Source: an optimization exercise on an open RTL-to-GDS flow (aim: small area, a short achievable clock period and few clock cycles per item). Production flows keep margins and buffers that such runs may drop.
In this exercise RTL edits were held to simulation tests only and were not proved equivalent to the original.
Power figures rest on the tool's default switching activity, not on a simulated workload.

===== config.mk =====
export PLATFORM = sky130hd
export DESIGN_NAME = RISC_V_Processor_V0
export DESIGN_NICKNAME = RISC_V_Processor_V0
export VERILOG_FILES = /design/flow/design.v
export SDC_FILE = /design/flow/constraint.sdc
export NUM_CORES = 4
export LEC_CHECK = 0
export CAP_MARGIN = 30
export CORE_MARGIN = 2
export CORE_UTILIZATION = 45
export CTS_BUF_LIST = sky130_fd_sc_hd__clkbuf_8
export SLEW_MARGIN = 30

===== constraint.sdc =====
create_clock -name core_clock -period 12.5 [get_ports {clk}]
set_input_delay 2.5000 -clock core_clock [delete_from_list [all_inputs] [get_ports {clk}]]
set_output_delay 2.5000 -clock core_clock [all_outputs]
set_load 0.01 [all_outputs]

===== design.v =====
module regn (
    input         clk,
    input         we,
    input  [4:0]  waddr,
    input  [31:0] wdata,
    input  [4:0]  raddr1,
    input  [4:0]  raddr2,
    output [31:0] rdata1,
    output [31:0] rdata2
);
    wire [31:0] wsel;
    dec5to32 wdec(.data_in(waddr), .data_out(wsel));
    reg [31:0] r [1:31];
    integer k;
    always @(posedge clk)
        for (k = 1; k < 32; k = k + 1)
            if (we && wsel[k]) r[k] <= wdata;
    assign rdata1 = (raddr1 == 5'd0) ? 32'd0 : r[raddr1];
    assign rdata2 = (raddr2 == 5'd0) ? 32'd0 : r[raddr2];
endmodule
module alu (
    input  [2:0]  f3,
    input         alt,       
    input         sub,       
    input  [31:0] a,
    input  [31:0] b,
    output [31:0] sum,
    output reg [31:0] result,
    output        taken
);
    wire [32:0] s   = {1'b0, a} + {1'b0, b} + {32'd0, sub};
    assign sum = s[31:0];
    wire        ltu = ~s[32];
    wire        lt  = (a[31] ^ b[31]) ? s[31] : a[31];    
    wire        eq  = &(a ^ b);                           
    wire t = f3[2] ? (f3[1] ? ltu : lt) : eq;
    assign taken = t ^ f3[0];
    wire        left = (f3 == 3'd1);
    wire [31:0] a_rev;
    genvar i;
    generate for (i = 0; i < 32; i = i + 1) begin : rev_in
        assign a_rev[i] = a[31 - i];
    end endgenerate
    wire [31:0] sh_in = left ? a_rev : a;
    wire signed [32:0] sh_x = {alt & a[31], sh_in};
    wire signed [32:0] sh_o = sh_x >>> b[4:0];
    wire [31:0] sh_l;
    generate for (i = 0; i < 32; i = i + 1) begin : rev_out
        assign sh_l[i] = sh_o[31 - i];
    end endgenerate
    always @(*) begin
        case (f3)
            3'd0: result = sum;
            3'd1: result = sh_l;
            3'd2: result = {31'd0, lt};
            3'd3: result = {31'd0, ltu};
            3'd4: result = a ^ b;
            3'd5: result = sh_o[31:0];
            3'd6: result = a | b;
            default: result = a & b;
        endcase
    end
endmodule
module dec5to32(
    input [4:0] data_in,
    output [31:0] data_out
);
assign data_out = 32'd1 << data_in;
endmodule
module LoadStoreUnit (
    input  [31:0] rdata,
    input  [1:0]  off,
    input  [2:0]  funct3,
    output reg [31:0] data_out
);
    wire [7:0]  lb = off[1] ? (off[0] ? rdata[31:24] : rdata[23:16])
                            : (off[0] ? rdata[15:8]  : rdata[7:0]);
    wire [15:0] lh = off[1] ? rdata[31:16] : rdata[15:0];
    always @(*) begin
        case (funct3[1:0])
            2'b00:   data_out = {{24{lb[7]  & ~funct3[2]}}, lb};
            2'b01:   data_out = {{16{lh[15] & ~funct3[2]}}, lh};
            default: data_out = rdata;
        endcase
    end
endmodule
module StoreLanes (
    input  [1:0]  off,
    input  [2:0]  funct3,
    input  [31:0] data_in,
    output reg [3:0]  be,
    output reg [31:0] wdata
);
    always @(*) begin
        case (funct3[1:0])
            2'b00: begin
                be    = 4'b0001 << off;
                wdata = {4{data_in[7:0]}};
            end
            2'b01: begin
                be    = off[1] ? 4'b1100 : 4'b0011;
                wdata = {2{data_in[15:0]}};
            end
            default: begin
                be    = 4'b1111;
                wdata = data_in;
            end
        endcase
    end
endmodule
module RISC_V_Processor_V0(
    input [31:0] command,
    input clk, reset,
    output [31:0] imem_addr,
    output dmem_req,
    output dmem_we,
    output [29:0] dmem_addr,
    output [3:0] dmem_be,
    output [31:0] dmem_wdata,
    input [31:0] dmem_rdata);
    reg  [29:0] pc_f;               
    reg         v_d;
    reg  [31:0] ir_d;
    reg  [29:0] pc_d;
    reg         v_e;
    reg  [31:0] a_e, b_e, x_e;      
    reg  [2:0]  f3_e;
    reg  [2:0]  f3_st_e;            
    reg         alt_e;              
    reg         sub_e;              
    reg         br_e, jalr_e, link_e, ld_e, st_e, wr_e;
    reg  [4:0]  rd_e;
    reg         m_req, m_we;        
    reg  [29:0] m_addr;
    reg  [3:0]  m_be;
    reg  [31:0] m_wdata;
    reg         lm_v, lw_v;         
    reg  [4:0]  lm_rd, lw_rd;
    reg  [2:0]  lm_f3, lw_f3;
    reg  [1:0]  lm_off, lw_off;
    reg         lb_v;               
    reg  [4:0]  lb_rd;
    reg  [31:0] lb_val;
    assign imem_addr  = {pc_f, 2'b00};
    assign dmem_req   = m_req;
    assign dmem_we    = m_we;
    assign dmem_addr  = m_addr;
    assign dmem_be    = m_be;
    assign dmem_wdata = m_wdata;
    wire [31:0] alu_res, alu_sum;
    wire        alu_taken;
    alu ALU(.f3(f3_e), .alt(alt_e), .sub(sub_e), .a(a_e), .b(b_e),
            .sum(alu_sum), .result(alu_res), .taken(alu_taken));
    wire [31:0] e_val   = link_e ? x_e : alu_res;
    wire        e_wr    = v_e & wr_e;
    wire        redir_e = v_e & ((br_e & alu_taken) | jalr_e);
    wire [29:0] tgt_e   = jalr_e ? alu_sum[31:2] : x_e[31:2];
    wire [3:0]  st_be;
    wire [31:0] st_data;
    StoreLanes lsu_st(.off(alu_sum[1:0]), .funct3(f3_st_e), .data_in(x_e), .be(st_be), .wdata(st_data));
    wire [31:0] ld_val;
    LoadStoreUnit lsu_ld(.rdata(dmem_rdata), .off(lw_off), .funct3(lw_f3), .data_out(ld_val));
    wire        rf_we    = e_wr | lb_v;
    wire [4:0]  rf_waddr = e_wr ? rd_e : lb_rd;
    wire [31:0] rf_wdata = e_wr ? e_val : lb_val;
    wire        lb_drain = lb_v & ~e_wr;
    wire [4:0] rs1 = ir_d[19:15];
    wire [4:0] rs2 = ir_d[24:20];
    wire [4:0] rd  = ir_d[11:7];
    wire [31:0] rf_a, rf_b;
    regn RF(.clk(clk), .we(rf_we), .waddr(rf_waddr), .wdata(rf_wdata),
            .raddr1(rs1), .raddr2(rs2), .rdata1(rf_a), .rdata2(rf_b));
    wire [4:0] opc = ir_d[6:2];
    wire [2:0] f3  = ir_d[14:12];
    wire is_lui   = opc == 5'b01101;
    wire is_auipc = opc == 5'b00101;
    wire is_jal   = opc == 5'b11011;
    wire is_jalr  = opc == 5'b11001;
    wire is_br    = opc == 5'b11000;
    wire is_ld    = opc == 5'b00000;
    wire is_st    = opc == 5'b01000;
    wire is_opi   = opc == 5'b00100;
    wire is_op    = opc == 5'b01100;
    wire use1     = ~(is_lui | is_auipc | is_jal);    
    wire use2     = is_op | is_br | is_st;            
    wire wr_d     = is_op | is_opi | is_lui | is_auipc | is_jal | is_jalr;
    wire [31:0] imm_i = {{21{ir_d[31]}}, ir_d[30:20]};
    wire [31:0] imm_s = {{21{ir_d[31]}}, ir_d[30:25], ir_d[11:7]};
    wire [31:0] imm_b = {{20{ir_d[31]}}, ir_d[7], ir_d[30:25], ir_d[11:8], 1'b0};
    wire [31:0] imm_u = {ir_d[31:12], 12'b0};
    wire [31:0] imm_j = {{12{ir_d[31]}}, ir_d[19:12], ir_d[20], ir_d[30:21], 1'b0};
    wire [29:0] tgt_d   = pc_d + (is_jal ? imm_j[31:2] : imm_b[31:2]);
    wire        redir_d = v_d & is_jal;
    wire e1 = e_wr & (rd_e == rs1);
    wire e2 = e_wr & (rd_e == rs2);
    wire l1 = lw_v & (lw_rd == rs1);
    wire l2 = lw_v & (lw_rd == rs2);
    wire b1 = lb_v & (lb_rd == rs1);
    wire b2 = lb_v & (lb_rd == rs2);
    wire [31:0] a_rb  = b1 ? lb_val : rf_a;
    wire [31:0] b_rb  = b2 ? lb_val : rf_b;
    wire le     = v_e & ld_e & (rd_e != 5'd0);
    wire haz_ld = (le   & (((rd_e  == rs1) & use1) | ((rd_e  == rs2) & use2))) |
                  (lm_v & (((lm_rd == rs1) & use1) | ((lm_rd == rs2) & use2)));
    wire haz_lb = lm_v & ((lb_v & e_wr) | lw_v);
    wire stall  = v_d & (haz_ld | haz_lb);
    wire cmp_d = ((is_op | is_opi) & (f3 == 3'd2 || f3 == 3'd3)) | is_br;
    wire sub_d = (is_op & ir_d[30] & (f3 == 3'd0)) | cmp_d;
    wire rr2   = is_op | is_br;                        
    wire fe_a  = e1 & use1;
    wire fl_a  = l1 & use1;
    wire fe_b  = e2 & rr2;
    wire fl_b  = l2 & rr2;
    wire fe_x  = e2 & is_st;
    wire fl_x  = l2 & is_st;
    wire [31:0] a_reg  = is_lui ? 32'd0 : is_auipc ? {pc_d, 2'b00} : a_rb;
    wire [31:0] b_reg  = rr2 ? b_rb : is_st ? imm_s : (is_lui | is_auipc) ? imm_u : imm_i;
    wire [31:0] x_reg  = is_st ? b_rb :
                         (is_jal | is_jalr) ? {pc_f, 2'b00} : {tgt_d, 2'b00};
    wire [31:0] a_next = fe_a ? e_val : fl_a ? ld_val : a_reg;
    wire [31:0] b_next = (fe_b ? e_val : fl_b ? ld_val : b_reg) ^ {32{sub_d}};
    wire [31:0] x_next = fe_x ? e_val : fl_x ? ld_val : x_reg;
    always @(posedge clk) begin
        if (reset) begin
            pc_f  <= 30'd0;
            v_d   <= 1'b0;
            v_e   <= 1'b0;
            m_req <= 1'b0;
            lm_v  <= 1'b0;
            lw_v  <= 1'b0;
            lb_v  <= 1'b0;
        end else begin
            m_req <= v_e & (ld_e | st_e);
            lm_v  <= le;
            lw_v  <= lm_v & ~(e_wr & (rd_e == lm_rd));
            if (lw_v)
                lb_v <= ~(e_wr & (rd_e == lw_rd));
            else
                lb_v <= lb_v & ~lb_drain & ~(e_wr & (rd_e == lb_rd));
            if (redir_e) begin
                pc_f <= tgt_e;
                v_d  <= 1'b0;
                v_e  <= 1'b0;
            end else if (stall) begin
                v_e  <= 1'b0;
            end else begin
                v_e <= v_d;
                if (redir_d) begin
                    pc_f <= tgt_d;
                    v_d  <= 1'b0;
                end else begin
                    pc_f <= pc_f + 30'd1;
                    v_d  <= 1'b1;
                end
            end
        end
    end
    always @(posedge clk) begin
        if (!stall) begin
            ir_d <= command;
            pc_d <= pc_f;
        end
    end
    always @(posedge clk) begin
        a_e     <= a_next;
        b_e     <= b_next;
        x_e     <= x_next;
        f3_e    <= (is_op | is_opi | is_br) ? f3 : 3'd0;
        f3_st_e <= f3;
        alt_e   <= (is_op | is_opi) & ir_d[30] & (f3 == 3'd5);
        sub_e   <= sub_d;
        br_e    <= is_br;
        jalr_e  <= is_jalr;
        link_e  <= is_jal | is_jalr;
        ld_e    <= is_ld;
        st_e    <= is_st;
        wr_e    <= wr_d & (rd != 5'd0);
        rd_e    <= rd;
        m_we    <= st_e;
        m_addr  <= alu_sum[31:2];
        m_be    <= st_be;
        m_wdata <= st_data;
        lm_rd   <= rd_e;
        lm_f3   <= f3_st_e;
        lm_off  <= alu_sum[1:0];
        lw_rd   <= lm_rd;
        lw_f3   <= lm_f3;
        lw_off  <= lm_off;
        if (lw_v) begin
            lb_rd  <= lw_rd;
            lb_val <= ld_val;
        end
    end
endmodule

===== flow/run.sh =====
#!/bin/bash
set -euo pipefail
bash standard.sh SETUP_SLACK_MARGIN=8.5 finish > flow_make.log 2>&1

===== standard.sh =====
#!/bin/bash
# synth_recipe.tcl (not shown) runs the flow's synth.tcl, then flattens the netlist and writes it again
# the make line also repeats each setting of config.mk as NAME=value (left out here)
make -C /OpenROAD-flow-scripts/flow DESIGN_CONFIG=/design/flow/config.mk WORK_HOME=/design/flow/orfs CLKGATE_MAP_FILE= SYNTH_SCRIPT=/design/flow/synth_recipe.tcl "${@:-finish}"

==> results.yml <==
route:
  drc: 0
  drt-pass1-iter-count: 12
  num_vias: 65200
  antenna_left: 0
  wire_per_inst_um: 42.1
  via_per_inst: 7.52
  wl_um: 366000
  drtIter0Drc: 14300
min_path:
  hold_path_end: "lw_f3[1]$_DFF_P_"
  holdCritPathClass: "register to register"
  holdPathStages: 0
  hold_path.startpoint: "lm_f3[1]$_DFF_P_"
final_layout:
  mostFrequentLayoutCell: "edfxtp_1"
  layout_common_cells: "edfxtp_1 (1089), a22oi_1 (592), nand3_1 (453), nand2_1 (420), a21oi_1 (326)"
  drive_gt1_share_pct: 19.7
  area_delta_synth_final_pct: 18.8
  finalInstanceArea_mm2: 0.0804
  nNetsFinal: 6618
timing:
  max-slew-margin-rel_pct: 23.2
  finClkSkew_ns: 0.117
  fin_ws_ns: 8.31
  rsz0062_at_grt: "yes"
  slew_viol_final: 0
  setup_tns_ns: 0
  timing.fmax_mhz: 239
  setup_viol: 0
  fin_crit_ns: 4.19
  fin_crit_sh_pct: 33.5
  hold_viol: 0
  worst_slew_pin_slew_ns: 1.15
synthesis:
  synthFlopType: "edfxtp_1"
  synth_warnings: 38
  ys_seq_area_share_pct: 55.3
  yosys.area.top_type: "edfxtp_1"
  synth_edf_count: 1089
  synth_top_area_share_pct: 48.3
  ys_ff_latch: 1327
  synth_area_per_cell_um2: 10.9
  synth_area_leaders: "edfxtp_1 (48%), dfxtp_1 (7.0%), a22oi_1 (6.6%)"
  syn-instance-count: 6206
  postSynth.asyncResetShare_pct: 0
  yosys.cell_types.count: 91
  synth_area_mm2: 0.0677
setup_path:
  crit_family: "buffers and inverters"
  path_cells: "buf_4 -> nor3b_2 -> and2_2 -> buf_4 -> a22oi_1 -> nand4_1 -> nor4_1 -> buf_4 -> o21ai_0 -> a22oi_1 -> a31oi_2"
  path_max_fanout: 26
  critPathCaptureType: "register"
  reg2reg_slack_ns: 8.31
  worstSetupStartpoint: "ir_d[15]$_DFFE_PN_"
  regToRegEndpoint: "a_e[2]$_DFF_P_"
  reg2regPathDepth: 11
  cp_data_arrival_time_ns: 4.93
  critical-path-max-stage-delay_ns: 0.72
  critPathSlowestCell: "buf_4"
  path_buf_inv: 3
  path_common_cell: "buf_4"
  required_ns: 13.24
  start_kind: "register"
  worst_r2r_startpoint: "ir_d[15]$_DFFE_PN_"
  worstSetupPathType: "register to register"
status:
  outcome: "timing/DRC/antenna clean"
cts:
  tritoncts: "done"
  root_buffer: "clkbuf_8"
  htree_levels: 4
  clk_path_buf_depth: 3
  clock-sinks: 1327
  hold_buffers: 0
  cts_buffers: 217
  clkLatencyLatePin_ns: 1.02
  clkTransAtPathRegs_ns: 0.06
die:
  pin_count: 166
  die_area_mm2: 0.154
  num_rows: 142
  die_h_um: 392
  die_w_um: 392
  start_util_pct: 45.3
  core_area_mm2: 0.150
run:
  drv_cap: 0
grt:
  grt_overflow: 0
  grt_start_max_net_pins: 67
  antenna_found_initial: 26
  track_usage_pct: 46.1
  grt_pass1_wl_um: 488000
  grt_pass1_vias: 60000
placement:
  dpl_cell_area_mm2: 0.0725
  dp_slack_ns: 6.29
  io_buffers: 161
  gp_congestion: 1.08
  dp_hpwl_um: 222000
pwr:
  p_per_area_mw_per_mm2: 144
  peakVddDrop_v: 0.000107
  totalPowerFinal_mw: 11.6
  p_leak_nw: 28.6
## report_power, final
| part | leakage (nW) | total [mW] | internal, mW | switching (mW) |
|---|---|---|---|---|
| clock network | 2.47 | 3.90 | 1.96 | 1.94 |
| logic | 14.2 | 2.64 | 0.875 | 1.76 |
| registers | 12.0 | 5.08 | 4.90 | 0.187 |
## layer usage
layer  share of wire [%]  vias up  wire length, um  track usage [%]
met2                  41     6944           149000             65.9
met1                  32    31100           118000             54.4
li1                    -    25000                -                -
met5               0.063        -              232            0.478
met3                  16     2132            57600             18.0
met4                  11       14            41000             38.5
## registers in the layout, summed over array words and instances (netlist names), 5 cells and up
signal / cells
RF.r: 992
a_e: 32
b_e: 32
lb_val: 32
m_wdata: 32
x_e: 32
ir_d: 30
m_addr: 30
pc_d: 30
pc_f: 30
lb_rd: 5
lm_rd: 5
lw_rd: 5
rd_e: 5
## metrics by stage
step / utilization, % / hold slack, ns / std cells
after floorplan: - / 0.310 / 6207
after global placement: 48.3 / 0.311 / 8106
after detailed placement: 48.5 / 0.312 / 8109
after CTS: 52.8 / 0.307 / 8595
after global routing: 53.7 / 0.306 / 8658
final: 53.8 / 0.307 / 8676
## cell usage after synthesis (34+ instances only)
| library cell | instances |
|---|---|
| mux2i_1 | 75 |
| inv_1 | 119 |
| nand3_1 | 458 |
| nor4_1 | 65 |
| a222oi_1 | 47 |
| a21oi_1 | 355 |
| buf_1 | 55 |
| nor2b_1 | 42 |
| xnor2_1 | 82 |
| a22oi_1 | 594 |
| nor2_1 | 288 |
| dfxtp_1 | 238 |
| xor2_1 | 52 |
| o22ai_1 | 34 |
| a21o_1 | 63 |
| mux4_2 | 48 |
| and2_1 | 47 |
| nand2_1 | 447 |
| clkbuf_1 | 415 |
| and3_1 | 179 |
| a211oi_1 | 104 |
| nor3_1 | 90 |
| a221oi_1 | 45 |
| a2111oi_0 | 50 |
| o21ai_0 | 236 |
| a31oi_1 | 66 |
| nand4_1 | 193 |
| edfxtp_1 | 1089 |
| ha_1 | 94 |
## kinds of logic after synthesis
| family | synth area share [%] |
|---|---|
| buf+inv | 3.66 |
| mux | 3.27 |
| compound gates | 19.5 |
| xor+xnor | 1.73 |
| other cells | 0.00554 |
| flops | 55.3 |
| fa+ha+maj | 1.83 |
| simple gates | 14.7 |
## final cells by class
cell class | instances | area (um2)
inverter | 128 | 518
sequential | 1327 | 37600
multi-input combinational | 4256 | 30600
antenna | 21 | 52.6
clock inverter | 173 | 1180
fill | 13100 | 69200
tap | 2016 | 2520
clock buffer | 230 | 3170
timing repair buffer | 525 | 4780
## worst max path at each step
stage	endpoint	slack [ns]	depth (start not counted)
floorplan	b_e[14]$_DFF_P_	8.16	9
global placement	RF.r[12][29]$_DFFE_PP_	6.37	12
detailed placement	RF.r[17][29]$_DFFE_PP_	6.29	12
CTS	RF.r[21][25]$_DFFE_PP_	8.45	6
global route	RF.r[20][19]$_DFFE_PP_	8.39	12
finish	a_e[2]$_DFF_P_	8.31	11
## timing repair
action / 4_1_cts / 5_1_grt
gates cloned: 14 / 6
setup buffers: 69 / 53
pin swaps: 37 / 44
endpoints found under the setup margin: 1268 / 1126
resized for setup: 839 / 175
Testbench counts, summed over its fixed seeds: cycles 32,868, instrs 26,400.

[afterwards: timing with drivers on the ports]
The flow's constraints put no driver on any port. The routed layout listed below was extracted and timed again, unchanged, in two steps. Step 1 (the two cells are an assumption about what drives the block):
set clk [get_ports {clk}]
set_driving_cell -lib_cell sky130_fd_sc_hd__clkbuf_16 $clk
set_driving_cell -lib_cell sky130_fd_sc_hd__buf_2 [delete_from_list [all_inputs] $clk]
Step 2 also shifts input and output timing later by t, the mid clock arrival at the registers, as if the neighbouring blocks saw the same clock. Slacks: no drivers / after step 1 / after step 2; pairs: no drivers / after step 1.
t (ns): 1.048
setup WS [ns]: 8.312 / 8.312 / 7.485
clock arrival spread, ns: 0.117 / 0.117
slew at the worst register clock pin (ns): 0.08 / 0.08
After both steps this run still meets setup and hold. For this run, drivers alone change the setup slack by 0.000 ns; drivers and shift together by -0.827 ns.
